This is an optimization exercise on Yosys and OpenROAD, whose aim is small area, not a production implementation.
RTL that was checked went through simulation tests only; none was proved equivalent to the original.
No activity file was given, so power comes from the tool's default toggle rates.

== trial 62 ==
// lab5
module lab5 (input clk, SWO, input [15:0] IR_in, output logic [3:0] OPCODE, output logic [7:0] PC, alu_out, W_REG);
==> flow/config.mk <==
export PLATFORM = sky130hd
export DESIGN_NAME = lab5
export DESIGN_NICKNAME = lab5
export VERILOG_FILES = /design/flow/design.v
export SDC_FILE = /design/flow/constraint.sdc
export NUM_CORES = 4
export LEC_CHECK = 0
export ABC_AREA = 1
export CAP_MARGIN = 20
export CORE_MARGIN = 2
export CORE_UTILIZATION = 40
export SLEW_MARGIN = 20
==> flow/constraint.sdc <==
create_clock -name core_clock -period 17.0 [get_ports {clk}]
set_input_delay 3.4000 -clock core_clock [delete_from_list [all_inputs] [get_ports {clk}]]
set_output_delay 3.4000 -clock core_clock [all_outputs]
set_load 0.01 [all_outputs]
standard.sh (not shown) runs the stock make flow with config.mk's settings and CLKGATE_MAP_FILE= SYNTH_SCRIPT=/design/flow/synth_recipe.tcl, a recipe that flattens the netlist after the stock synthesis.
==> flow/flow/run.sh <==
#!/bin/bash
# Own layout flow: the standard flow (standard.sh) with three changes.
#  - Synthesis maps the logic with an area-oriented ABC script (flow/abc_area.script)
#    and without Yosys's full-adder extraction; registers are mapped exactly as in the
#    standard synthesis (same script, same dfflibmap step).
#  - Port buffers use the smallest buffer cell.
#  - Clock tree synthesis uses small clock buffers and no dummy loads.
# Each make call's full output goes to a log file in the work folder.
set -euo pipefail
W=$PWD
rm -rf "$W/scripts_area"
cp -r "$FLOW_HOME/scripts" "$W/scripts_area"
cp "$W/flow/abc_area.script" "$W/scripts_area/abc_area.script"
KNOBS=(SCRIPTS_DIR="$W/scripts_area" ADDER_MAP_FILE= ABC_AREA=1
  BUFFER_PORTS_ARGS="-buffer_cell sky130_fd_sc_hd__buf_1"
  CTS_ARGS="-repair_clock_nets -dont_use_dummy_load -buf_list sky130_fd_sc_hd__clkbuf_8")
bash standard.sh "${KNOBS[@]}" synth > "$W/log_synth.txt" 2>&1
bash standard.sh "${KNOBS[@]}" finish > "$W/log_layout.txt" 2>&1
==> flow/flow/abc_area.script <==
strash
&get -n
&dch
&nf -R 1000
&put
topo
What trial 5 does differently from trial 62 at the input level:
diff --git a/flow/flow/run.sh b/flow/flow/run.sh
--- a/flow/flow/run.sh
+++ b/flow/flow/run.sh
@@ -16 +16 @@
-  CTS_ARGS="-repair_clock_nets -dont_use_dummy_load -buf_list sky130_fd_sc_hd__clkbuf_8")
+  CTS_ARGS="-sink_clustering_enable -repair_clock_nets -dont_use_dummy_load -buf_list sky130_fd_sc_hd__clkbuf_8")
==> comparison <==
- Any difference in clock edge transition at the registers on the reported setup and hold paths between trial 5 and trial 62 is small enough to ignore.
- Reported for trial 5 and trial 62, post-cts gate resize count turned out identical to the last digit.
- Reported for trial 5 and trial 62, number of nets at the end of the flow turned out identical to the last digit.
- Comparing trial 5 against trial 62, there is no change at all in internal power.
- Taking trial 62 as the reference, in trial 5 adder and majority cell fraction of the synthesized area held steady, sum of met2 wire segment lengths after detailed routing barely changed, area added between synthesis and finish held, required time of the critical path now sits at about the same level.
- Trial 5 -> trial 62: final critical-path setup slack delta 0, exact match
- On sequential fraction of total cell area, trial 5 and trial 62 are neck and neck.
No run of this note included a check of the RTL's function; only the layout flow was run.


Setup of run 1:
lab5, a different RTL version from the one above (not shown whole).
Size in the first run: roughly 930 cells after synthesis, ~170 flip-flops, ~46 I/O pins, roughly 0.0086 mm^2 of cells after synthesis.
==> flow/config.mk <==
export PLATFORM = sky130hd
export DESIGN_NAME = lab5
export DESIGN_NICKNAME = lab5
export VERILOG_FILES = /design/flow/design.v
export SDC_FILE = /design/flow/constraint.sdc
export NUM_CORES = 4
export LEC_CHECK = 0
export ABC_AREA = 1
export CAP_MARGIN = 0
export CELL_PAD_IN_SITES_DETAIL_PLACEMENT = 1
export CELL_PAD_IN_SITES_GLOBAL_PLACEMENT = 1
export CORE_MARGIN = 2
export CORE_UTILIZATION = 35
export SLEW_MARGIN = 0
==> flow/constraint.sdc <==
create_clock -name core_clock -period 17.0 [get_ports {clk}]
set_input_delay 3.4000 -clock core_clock [delete_from_list [all_inputs] [get_ports {clk}]]
set_output_delay 3.4000 -clock core_clock [all_outputs]
set_load 0.01 [all_outputs]
==> flow/flow/run.sh <==
#!/bin/bash
# Own layout flow: the standard flow (standard.sh) with three changes.
#  - Synthesis maps the logic with an area-oriented ABC script (flow/abc_area.script)
#    and without Yosys's full-adder extraction; registers are mapped exactly as in the
#    standard synthesis (same script, same dfflibmap step).
#  - Port buffers use the smallest buffer cell.
#  - Clock tree synthesis uses small clock buffers and no dummy loads.
# Each make call's full output goes to a log file in the work folder.
set -euo pipefail
W=$PWD
rm -rf "$W/scripts_area"
cp -r "$FLOW_HOME/scripts" "$W/scripts_area"
cp "$W/flow/abc_area.script" "$W/scripts_area/abc_area.script"
KNOBS=(SCRIPTS_DIR="$W/scripts_area" ADDER_MAP_FILE= ABC_AREA=1
  BUFFER_PORTS_ARGS="-buffer_cell sky130_fd_sc_hd__buf_1"
  CTS_ARGS="-sink_clustering_enable -repair_clock_nets -dont_use_dummy_load -buf_list sky130_fd_sc_hd__clkbuf_8")
bash standard.sh "${KNOBS[@]}" synth > "$W/log_synth.txt" 2>&1
bash standard.sh "${KNOBS[@]}" finish > "$W/log_layout.txt" 2>&1
==> flow/flow/abc_area.script <==
strash
dch -f
&get -n
&dch -f
&nf -R 1000
&put
topo
Relative to run 1, the following input files were edited for run 2:
- a change of CAP_MARGIN from 0 to 20
- a change of SLEW_MARGIN from 0 to 20
-- flow/flow/abc_area.script --
<<< run 1, line 8
>>> run 2, line 8
stime -c
upsize -c
dnsize -c
Notes after the runs:
First-iteration DRC count in run 2 is 5.0% below run 1.
Between run 1 and run 2, the flow reports maximum fanout encountered on the critical timing path increasing by more than a quarter.
Relative to run 1, total power has increased by about 3.6% in run 2.
On utilization, the lower figure sits with run 1, not run 2.
Taking run 1 as the reference, in run 2 delay of the slowest cell on the worst path has increased; power dissipated in the clock network held steady.
Setup changes, run 2 to run 3
- SLEW_MARGIN now 10, was 20
- GPL_TIMING_DRIVEN now 0, previously not set
- CAP_MARGIN now 10, was 20
==> flow/flow/abc_area.script <==
strash
dch -f
&get -n
&dch -f
&nf -R 1000
&put
topo
[summary]
[compare] base=run 2 new=run 3: proportion of power drawn by the clock network roughly the same, setup slack now sits lower, total vias in the final route higher.
Total power: run 3 below run 2
Run 3: flow completed, timing, DRC and antenna clean
For run 4, these inputs were changed with respect to run 3:
- GPL_TIMING_DRIVEN no longer set, was 0
- SLEW_MARGIN now 20, was 10
- PLACE_DENSITY now 0.8, previously not set
- CAP_MARGIN now 20, was 10
--- outcome ---
Combinational share of power (lower): run 3. Diff run 3 -> run 4 | worst setup slack after layout | increase of 0.17 ns. Between run 3 and run 4, the share of the final layout cell area in sequential cells does not differ in any meaningful way. The maximum frequency of run 4 is higher than that of run 3. Run 4 ended up with a lower global-route wire length before repair than run 3 did. Run 3 and run 4 ended up with roughly the same overall power after layout. The maximum VDD drop of run 4 was inferior to that of run 3. Clock period minus final worst setup slack in run 4 vs run 3: down 0.17 ns. In the tables for run 4 and run 3, fraction of power consumed by sequential logic reads lower with run 4. Lower worst setup slack after placement among run 4 and run 3: run 3.
Setup changes, run 4 to run 5
- removing PLACE_DENSITY (formerly 0.8)
[summary]
Run 4 -> run 5: unique cell type count in the Yosys netlist delta 0, exact match. Higher final critical delay including setup and external delays goes to run 4 over run 5. Final weighted congestion in routability-driven placement shrinks by a few percent when moving from run 4 to run 5. Compared run 5 against run 4; fraction of area in clock buffers and inverters within noise. Of run 4 and run 5, the higher worst hold margin belongs to run 4. Compared with run 4, run 5 has extra setup slack. Maximum frequency from static timing analysis delta (run 4 -> run 5): insignificant. Final instance area of run 4 is on par with run 5.

-- separate check: timing with driven ports --
The flow's constraints put no driver on any port. The routed layouts listed below were extracted and timed again, unchanged, in two steps.
Step 1 sets driving cells, clkbuf_16 on the clock port and buf_2 on the other inputs (assumed; they add their load-dependent delay and slew).
Step 2 adds t to the input delays and takes it off the output delays; t is the mean of the earliest and latest rising clock arrival at the registers after step 1. Input paths then give back, and output paths get back, about the clock's delay inside the block.
Three values: ideal, step 1, step 2; two values: the first two.
run | shift t [ns] | setup WS [ns] | hold slack, ns
trial 62 | 0.483 | 0.550 / 0.510 / 0.993 | 0.361 / 0.361 / 0.361
trial 5 | 0.483 | 0.550 / 0.510 / 0.993 | 0.361 / 0.361 / 0.361
run 1 | 0.489 | 1.205 / 1.162 / 1.651 | 0.322 / 0.322 / 0.322
run 2 | 0.482 | 2.487 / 2.443 / 2.925 | 0.354 / 0.354 / 0.354
run 3 | 0.474 | 0.997 / 0.955 / 1.429 | 0.362 / 0.362 / 0.362
run 4 | 0.489 | 1.168 / 1.126 / 1.615 | 0.369 / 0.369 / 0.369
run 5 | 0.489 | 1.205 / 1.162 / 1.651 | 0.322 / 0.322 / 0.322
After both steps setup and hold are still met in every run listed.
